This design comes from an exercise in tuning for small area on the open sky130 flow, not from production work. In this exercise RTL edits were held to simulation tests only and were not proved equivalent to the original. No activity file was given, so power comes from the tool's default toggle rates.

==> exp/ember <==
// comp_cic
module comp_cic
#(  parameter Win=16,
    parameter Wcoef = 18,
    parameter Wout = 18,
    parameter Num_coef=17)
(input  signed [Win-1:0] id_data_filter,
 input ic_val_data,
 input ic_rst,
 input  clk,
 output signed [Wout-1:0] od_data_filter,
 output oc_val_data);
==> module comp_cic, before the edit <==
module comp_cic
#(  parameter Win=16,
    parameter Wcoef = 18,
    parameter Wout = 18,
    parameter Num_coef=17)
(input  signed [Win-1:0] id_data_filter,
 input ic_val_data,
 input ic_rst,
 input  clk,
 output signed [Wout-1:0] od_data_filter,
 output oc_val_data);
logic [1:0] ph;           
logic [1:0] qc;           
logic run, tail, pend, vld;
logic fresh;              
logic [15:0] xin;         
logic [255:0] ring;       
logic [8:0] cr;           
logic [18:0] acc;
wire start = (ic_val_data | pend) & (ph == 2'd3);
wire j15   = (qc == 2'd3) & (ph == 2'd3);
wire l15   = run & j15;
wire first = run & (qc == 2'd0) & (ph == 2'd0);
wire inbit = xin[{qc, ph}];
wire rd = run & ~fresh;
wire zb = run & fresh & j15;    
logic [16:0] tap;
always_comb begin
    tap[0] = inbit & run;
    for (int w = 1; w <= 16; w++)
        tap[w] = (ring[(w-1)*16] & rd) | zb;
end
logic [8:0] t, crn;
always_comb begin
    for (int k = 0; k <= 8; k++) begin
        logic a, b, c;
        a = tap[k];
        b = (k < 8) ? tap[16-k] : 1'b0;
        c = cr[k];
        t[k] = a ^ b ^ c;
        crn[k] = (a & b) | (a & c) | (b & c);
    end
end
logic [18:0] rin, rn;
assign rin = first ? 19'd490410 : acc;
comp_cic_mac tree (.t(t), .rin(rin), .rn(rn));
always_ff @(posedge clk) begin
    cr  <= crn;
    acc <= rn;
    if (ic_val_data) xin <= {~id_data_filter[15], id_data_filter[14:0]};
    for (int w = 1; w <= 16; w++)
        for (int q = 0; q < 4; q++) begin
            ring[(w-1)*16 + q*4 +: 3] <= ring[(w-1)*16 + q*4 + 1 +: 3];
            if (!run)
                ring[(w-1)*16 + q*4 + 3] <= ring[(w-1)*16 + q*4];
            else if (q < 3)
                ring[(w-1)*16 + q*4 + 3] <= ring[(w-1)*16 + q*4 + 4];
            else
                ring[(w-1)*16 + q*4 + 3] <= (w == 1) ? inbit : tap[w-1];
        end
end
always_ff @(posedge clk) begin
    if (ic_rst) begin
        ph <= 2'd0; qc <= 2'd0;
        run <= 1'b0; tail <= 1'b0; pend <= 1'b0; vld <= 1'b0;
        fresh <= 1'b1;
    end else begin
        ph   <= ph + 2'd1;
        tail <= l15;
        vld  <= tail;
        if (start) begin
            run <= 1'b1; pend <= 1'b0;
        end else if (ic_val_data)
            pend <= 1'b1;
        if (run && ph == 2'd3) begin
            qc <= qc + 2'd1;
            if (qc == 2'd3) begin
                run <= 1'b0;
                fresh <= 1'b0;
            end
        end
    end
end
assign od_data_filter = acc[17:0];
assign oc_val_data = vld;
endmodule
clock: 10.0 ns
lec_check: 0
cap_margin: 20
core_margin: 2
core_utilization: 40
slew_margin: 20
synth_memory_max_bits: 4096
standard.sh (not shown) runs the stock make flow with config.mk's settings and CLKGATE_MAP_FILE= SYNTH_SCRIPT=/design/flow/synth_recipe.tcl, a recipe that flattens the netlist after the stock synthesis.
==> flow/flow/run.sh <==
#!/bin/bash
# The standard layout (standard.sh) with these changes:
# - after the standard synthesis, flow/invpol.py rewrites the netlist to
#   remove inverters between full adders (it only re-polarises full adders
#   and rebuilds inverters; registers are untouched);
# - the clock tree is built from clkbuf_8 cells in clusters of up to 16 sinks,
#   without dummy loads;
# - the port buffers are buf_1 cells.
set -euo pipefail
export CTS_ARGS="-sink_clustering_enable -repair_clock_nets -dont_use_dummy_load -buf_list sky130_fd_sc_hd__clkbuf_8 -sink_clustering_size 20 -sink_clustering_max_diameter 50"
export BUFFER_PORTS_ARGS="-buffer_cell sky130_fd_sc_hd__buf_1"
bash standard.sh synth > standard_synth.log 2>&1
NET=orfs/results/$FLOW_PLATFORM/comp_cic/base/1_2_yosys.v
cp "$NET" 1_2_yosys.before_invpol.v
python3 flow/invpol.py "$NET" > invpol.log 2>&1
rm -f orfs/results/$FLOW_PLATFORM/comp_cic/base/1_synth.odb orfs/results/$FLOW_PLATFORM/comp_cic/base/1_synth.sdc
bash standard.sh > standard_flow.log 2>&1
Other scripts of this flow, unchanged in this note and not shown: flow/flow/invpol.py
==> exp/harbor: changes against exp/ember <==
--- a/flow/design.v
+++ b/flow/design.v
@@ -253,5 +253,5 @@
 logic [15:0] xin;         
 logic [255:0] ring;       
-logic [8:0] cr;           
+logic [7:0] cr;           
 logic [18:0] acc;
 wire start = (ic_val_data | pend) & (ph == 2'd3);
@@ -268,15 +268,16 @@
         tap[w] = (ring[(w-1)*16] & rd) | zb;
 end
-logic [8:0] t, crn;
+logic [7:0] tp, crn;
 always_comb begin
-    for (int k = 0; k <= 8; k++) begin
+    for (int k = 0; k < 8; k++) begin
         logic a, b, c;
         a = tap[k];
-        b = (k < 8) ? tap[16-k] : 1'b0;
+        b = tap[16-k];
         c = cr[k];
-        t[k] = a ^ b ^ c;
+        tp[k] = a ^ b ^ c;
         crn[k] = (a & b) | (a & c) | (b & c);
     end
 end
+wire [8:0] t = {tap[8], tp};
 logic [18:0] rin, rn;
 assign rin = first ? 19'd490410 : acc;
--- a/flow/flow/run.sh
+++ b/flow/flow/run.sh
@@ -8,5 +8,5 @@
 # - the port buffers are buf_1 cells.
 set -euo pipefail
-export CTS_ARGS="-sink_clustering_enable -repair_clock_nets -dont_use_dummy_load -buf_list sky130_fd_sc_hd__clkbuf_8 -sink_clustering_size 20 -sink_clustering_max_diameter 50"
+export CTS_ARGS="-sink_clustering_enable -repair_clock_nets -dont_use_dummy_load -buf_list {sky130_fd_sc_hd__clkbuf_4 sky130_fd_sc_hd__clkbuf_8} -root_buf sky130_fd_sc_hd__clkbuf_8 -sink_clustering_buffer sky130_fd_sc_hd__clkbuf_4 -sink_clustering_size 10 -sink_clustering_max_diameter 50"
 export BUFFER_PORTS_ARGS="-buffer_cell sky130_fd_sc_hd__buf_1"
 bash standard.sh synth > standard_synth.log 2>&1
==> impl_metrics.json <==
{
  "p_leak_uw": 0.00418,
  "via_count": 3989,
  "status": "complete, no violations",
  "insertion_delay_ns": 0.57,
  "ff2ff_path_depth": 24,
  "critPathSlowestCell": "nor2_2",
  "relSlewSlack_pct": 40.8,
  "total_power_uw": 2300,
  "netSwitchingPower_uw": 588,
  "htree_levels": 1,
  "tightestPinTransition_ns": 0.888,
  "critPathRequiredTime_ns": 10.41,
  "critPathArrivalTime_ns": 9.89,
  "p_comb_share_pct": 16.8,
  "powerComb_uw": 388,
  "p_seq_uw": 1340,
  "inv_count": 32
}
That was exp/ember.
==> impl_metrics.json <==
{
  "status": "complete, no violations",
  "powerComb_uw": 398,
  "tightestPinTransition_ns": 0.843,
  "total_power_uw": 2270,
  "relSlewSlack_pct": 43.8,
  "ff2ff_path_depth": 23,
  "p_leak_uw": 0.00419,
  "critPathArrivalTime_ns": 9.71,
  "synth_cells": 587,
  "htree_levels": 2,
  "cp.depth": 23,
  "critPathSlowestCell": "fa_1",
  "multi_input_area_share_pct": 24.5,
  "critPathRequiredTime_ns": 10.38,
  "p_seq_uw": 1320,
  "swShare_pct": 26.4,
  "via_count": 3956,
  "inv_count": 30,
  "p_comb_share_pct": 17.5,
  "rsz0062_at_grt": "no",
  "min_path_type": "reg2reg",
  "die_h_um": 154
}
That was exp/harbor.

========
==> branch amber: inputs <==
Another version of the RTL of comp_cic (not shown whole).
==> flow/config.mk <==
export PLATFORM = sky130hd
export DESIGN_NAME = comp_cic
export DESIGN_NICKNAME = comp_cic
export VERILOG_FILES = /design/flow/design.v
export SDC_FILE = /design/flow/constraint.sdc
export NUM_CORES = 4
export LEC_CHECK = 0
export CAP_MARGIN = 20
export CORE_MARGIN = 2
export CORE_UTILIZATION = 40
export SLEW_MARGIN = 20
export SYNTH_MEMORY_MAX_BITS = 4096
==> flow/constraint.sdc <==
create_clock -name core_clock -period 10.0 [get_ports {clk}]
set_input_delay 2.0000 -clock core_clock [delete_from_list [all_inputs] [get_ports {clk}]]
set_output_delay 2.0000 -clock core_clock [all_outputs]
set_load 0.01 [all_outputs]
==> flow/flow/run.sh <==
#!/bin/bash
# The standard layout (standard.sh), with the clock tree built from
# clkbuf_8 cells in clusters of up to 20 sinks and no dummy loads, and buf_1 cells as the port buffers.
set -euo pipefail
export CTS_ARGS="-sink_clustering_enable -repair_clock_nets -dont_use_dummy_load -buf_list sky130_fd_sc_hd__clkbuf_8 -sink_clustering_size 16 -sink_clustering_max_diameter 60"
export BUFFER_PORTS_ARGS="-buffer_cell sky130_fd_sc_hd__buf_1"
bash standard.sh > standard_flow.log 2>&1
==> inputs of branch xenon, as changes to branch amber <==
==> flow/flow/run.sh (replaced) <==
#!/bin/bash
# The standard layout (standard.sh), with the clock tree built from
# clkbuf_8 cells in clusters of up to 20 sinks and no dummy loads, and buf_1 cells as the port buffers.
set -euo pipefail
export CTS_ARGS="-sink_clustering_enable -repair_clock_nets -dont_use_dummy_load -buf_list sky130_fd_sc_hd__clkbuf_16 -sink_clustering_size 30 -sink_clustering_max_diameter 100"
export BUFFER_PORTS_ARGS="-buffer_cell sky130_fd_sc_hd__buf_1"
bash standard.sh > standard_flow.log 2>&1
==> inputs of branch raven, as changes to branch amber <==
==> flow/flow/run.sh (replaced) <==
#!/bin/bash
# The standard layout (standard.sh), with the clock tree built from
# clkbuf_8 cells in clusters of up to 20 sinks and no dummy loads, and buf_1 cells as the port buffers.
set -euo pipefail
export CTS_ARGS="-sink_clustering_enable -repair_clock_nets -dont_use_dummy_load -buf_list sky130_fd_sc_hd__clkbuf_8 -sink_clustering_size 24 -sink_clustering_max_diameter 50"
export BUFFER_PORTS_ARGS="-buffer_cell sky130_fd_sc_hd__buf_1"
bash standard.sh > standard_flow.log 2>&1
==> run notes <==
item	branch xenon	branch amber	branch raven
Buffer share of cell area	0.01808	0.01809	0.01804
Global routing met3 resource utilization	0.01808	0.02299	0.02479
Met1 routing resource usage after global routing	0.1641	0.1636	0.1636
Arr. time, crit path	9850 ps	9900 ps	10040 ps
Routed length on met3	524 um	438 um	484 um
Worst supply voltage drop on vdd	0.1200 mV	0.1265 mV	0.1258 mV
Worst Path Required	10340 ps	10380 ps	10420 ps
First-pass GRT wire length	22850 um	23230 um	23420 um
Nets	835	846	848
Crit path max-delay cell type	fa_1	fa_1	dfxtp_1
Part of the cycle the worst path needs	0.9514	0.9522	0.9615
Outcome	complete, no violations	complete, no violations	complete, no violations
Final wirelength	13780 um	13930 um	14040 um
Achievable clock frequency	0.1051 GHz	0.1050 GHz	0.1040 GHz
Headroom to the max-slew limit	0.4379	0.4316	0.4240
Final core area utilization	0.4367	0.4365	0.4376
Post-route met1 wirelength	7244 um	7341 um	7356 um
Portion of total power attributed to the clock network	0.216	0.210	0.216
Clock latency on the worst-skew pair	480 ps	540 ps	560 ps
Switching power share of the total	0.2597	0.2648	0.2650
Vias in the first global route	4480	4583	4624
Clock root buffer master	clkbuf_16	clkbuf_8	clkbuf_8
Fraction of area in multi-input gates	0.2707	0.2708	0.2702
Power in combinational cells	0.557 mW	0.557 mW	0.558 mW

========
==> 08-17 <==
comp_cic with an RTL version that a note above also has.
==> module comp_cic, before the edit <==
module comp_cic
#(  parameter Win=16,
    parameter Wcoef = 18,
    parameter Wout = 18,
    parameter Num_coef=17)
(input  signed [Win-1:0] id_data_filter,
 input ic_val_data,
 input ic_rst,
 input  clk,
 output signed [Wout-1:0] od_data_filter,
 output oc_val_data);
logic [1:0] ph;           
logic [1:0] qc;           
logic run, tail, pend, vld;
logic fresh;              
logic [15:0] xin;         
logic [255:0] ring;       
logic [7:0] cr;           
logic [18:0] acc;
wire start = (ic_val_data | pend) & (ph == 2'd3);
wire j15   = (qc == 2'd3) & (ph == 2'd3);
wire l15   = run & j15;
wire first = run & (qc == 2'd0) & (ph == 2'd0);
wire inbit = xin[{qc, ph}];
wire rd = run & ~fresh;
wire zb = run & fresh & j15;    
logic [16:0] tap;
always_comb begin
    tap[0] = inbit & run;
    for (int w = 1; w <= 16; w++)
        tap[w] = (ring[(w-1)*16] & rd) | zb;
end
logic [7:0] tp, crn;
always_comb begin
    for (int k = 0; k < 8; k++) begin
        logic a, b, c;
        a = tap[k];
        b = tap[16-k];
        c = cr[k];
        tp[k] = a ^ b ^ c;
        crn[k] = (a & b) | (a & c) | (b & c);
    end
end
wire [8:0] t = {tap[8], tp};
logic [18:0] rin, rn;
assign rin = first ? 19'd490410 : acc;
comp_cic_mac tree (.t(t), .rin(rin), .rn(rn));
always_ff @(posedge clk) begin
    cr  <= crn;
    acc <= rn;
    if (ic_val_data) xin <= {~id_data_filter[15], id_data_filter[14:0]};
    for (int w = 1; w <= 16; w++)
        for (int q = 0; q < 4; q++) begin
            ring[(w-1)*16 + q*4 +: 3] <= ring[(w-1)*16 + q*4 + 1 +: 3];
            if (!run)
                ring[(w-1)*16 + q*4 + 3] <= ring[(w-1)*16 + q*4];
            else if (q < 3)
                ring[(w-1)*16 + q*4 + 3] <= ring[(w-1)*16 + q*4 + 4];
            else
                ring[(w-1)*16 + q*4 + 3] <= (w == 1) ? inbit : tap[w-1];
        end
end
always_ff @(posedge clk) begin
    if (ic_rst) begin
        ph <= 2'd0; qc <= 2'd0;
        run <= 1'b0; tail <= 1'b0; pend <= 1'b0; vld <= 1'b0;
        fresh <= 1'b1;
    end else begin
        ph   <= ph + 2'd1;
        tail <= l15;
        vld  <= tail;
        if (start) begin
            run <= 1'b1; pend <= 1'b0;
        end else if (ic_val_data)
            pend <= 1'b1;
        if (run && ph == 2'd3) begin
            qc <= qc + 2'd1;
            if (qc == 2'd3) begin
                run <= 1'b0;
                fresh <= 1'b0;
            end
        end
    end
end
assign od_data_filter = acc[17:0];
assign oc_val_data = vld;
endmodule
export LEC_CHECK = 0
export CAP_MARGIN = 20
export CORE_MARGIN = 2
export CORE_UTILIZATION = 40
export SLEW_MARGIN = 20
export SYNTH_MEMORY_MAX_BITS = 4096
create_clock -name core_clock -period 10.0 [get_ports {clk}]
==> flow/flow/run.sh <==
#!/bin/bash
# The standard layout (standard.sh) with these changes:
# - after the standard synthesis, flow/invpol.py rewrites the netlist to
#   remove inverters between full adders (it only re-polarises full adders
#   and rebuilds inverters; registers are untouched);
# - the clock tree is built from clkbuf_8 cells in clusters of up to 16 sinks,
#   without dummy loads;
# - the port buffers are buf_1 cells.
set -euo pipefail
export CTS_ARGS="-sink_clustering_enable -repair_clock_nets -dont_use_dummy_load -buf_list sky130_fd_sc_hd__clkbuf_16 -sink_clustering_size 30 -sink_clustering_max_diameter 50"
export BUFFER_PORTS_ARGS="-buffer_cell sky130_fd_sc_hd__buf_1"
bash standard.sh synth > standard_synth.log 2>&1
NET=orfs/results/$FLOW_PLATFORM/comp_cic/base/1_2_yosys.v
cp "$NET" 1_2_yosys.before_invpol.v
python3 flow/invpol.py "$NET" > invpol.log 2>&1
rm -f orfs/results/$FLOW_PLATFORM/comp_cic/base/1_synth.odb orfs/results/$FLOW_PLATFORM/comp_cic/base/1_synth.sdc
bash standard.sh > standard_flow.log 2>&1
Other scripts of this flow, unchanged in this note and not shown: flow/flow/invpol.py
==> 10-26 (differences from 08-17) <==
--- a/flow/design.v
+++ b/flow/design.v
@@ -254,3 +254,3 @@
 logic [255:0] ring;       
-logic [7:0] cr;           
+logic [8:0] cr;           
 logic [18:0] acc;
@@ -269,10 +269,10 @@
 end
-logic [7:0] tp, crn;
+logic [8:0] t, crn;
 always_comb begin
-    for (int k = 0; k < 8; k++) begin
+    for (int k = 0; k <= 8; k++) begin
         logic a, b, c;
         a = tap[k];
-        b = tap[16-k];
+        b = (k < 8) ? tap[16-k] : 1'b0;
         c = cr[k];
-        tp[k] = a ^ b ^ c;
+        t[k] = a ^ b ^ c;
         crn[k] = (a & b) | (a & c) | (b & c);
@@ -280,3 +280,2 @@
 end
-wire [8:0] t = {tap[8], tp};
 logic [18:0] rin, rn;
--- a/flow/flow/run.sh
+++ b/flow/flow/run.sh
@@ -9,3 +9,3 @@
 set -euo pipefail
-export CTS_ARGS="-sink_clustering_enable -repair_clock_nets -dont_use_dummy_load -buf_list sky130_fd_sc_hd__clkbuf_16 -sink_clustering_size 30 -sink_clustering_max_diameter 50"
+export CTS_ARGS="-sink_clustering_enable -repair_clock_nets -dont_use_dummy_load -buf_list sky130_fd_sc_hd__clkbuf_8 -sink_clustering_size 20 -sink_clustering_max_diameter 40"
 export BUFFER_PORTS_ARGS="-buffer_cell sky130_fd_sc_hd__buf_1"
==> summary of the runs <==
In 08-17 the synthesized area is smaller than in 10-26, by 0.70%. Of 10-26 and 08-17, 08-17 has the higher design area (gap 1.3%, measured against 08-17). In 08-17 the worst setup slack is better than in 10-26, by 0.19 ns. Of 08-17 and 10-26, 10-26 has the higher clock-buffer cell count (gap 6). Sequential share of layout area: 10-26 is higher than 08-17 (1.0 points). Between 08-17 and 10-26, the lower die area is in 08-17 (gap about 0.7%, measured against 10-26). Sequential power is about the same in 08-17 and 10-26. In 10-26 the via count is higher than in 08-17, by 3.6%. Against 08-17, the cell count of 10-26 is higher by about 1.7%. Critical path depth is the same in 08-17 and 10-26. Global-route usage: 08-17 is lower than 10-26 (0.32 points).

## port drivers added, routing unchanged
How much do the figures lean on ideal ports? The routed layouts below were timed once more, with nothing changed but the port constraints.
Step 1 (the two cells are an assumption about what drives the block):
set clk [get_ports {clk}]
set_driving_cell -lib_cell sky130_fd_sc_hd__clkbuf_16 $clk
set_driving_cell -lib_cell sky130_fd_sc_hd__buf_2 [delete_from_list [all_inputs] $clk]
Step 2, shift: input delay + t, output delay - t, t = (earliest + latest rising clock arrival at the registers) / 2. This alone moves slack from input paths to output paths.
Three values: ideal, step 1, step 2; two values: the first two.
| run | shift t [ns] | setup slack, ns | worst setup path after step 2 | worst data-port slew with drivers (ns) |
|---|---|---|---|---|
| exp/ember | 0.565 | 0.520 / 0.520 / 0.520 | register to register | 0.03 |
| exp/harbor | 0.538 | 0.678 / 0.678 / 0.678 | register to register | 0.03 |
| branch amber | 0.556 | 0.478 / 0.478 / 0.478 | register to register | 0.04 |
| branch xenon | 0.506 | 0.486 / 0.486 / 0.486 | register to register | 0.04 |
| branch raven | 0.566 | 0.385 / 0.385 / 0.385 | register to register | 0.04 |
| 08-17 | 0.538 | 0.687 / 0.687 / 0.687 | register to register | 0.03 |
| 10-26 | 0.592 | 0.501 / 0.501 / 0.501 | register to register | 0.04 |
After both steps setup and hold are still met in every run listed.
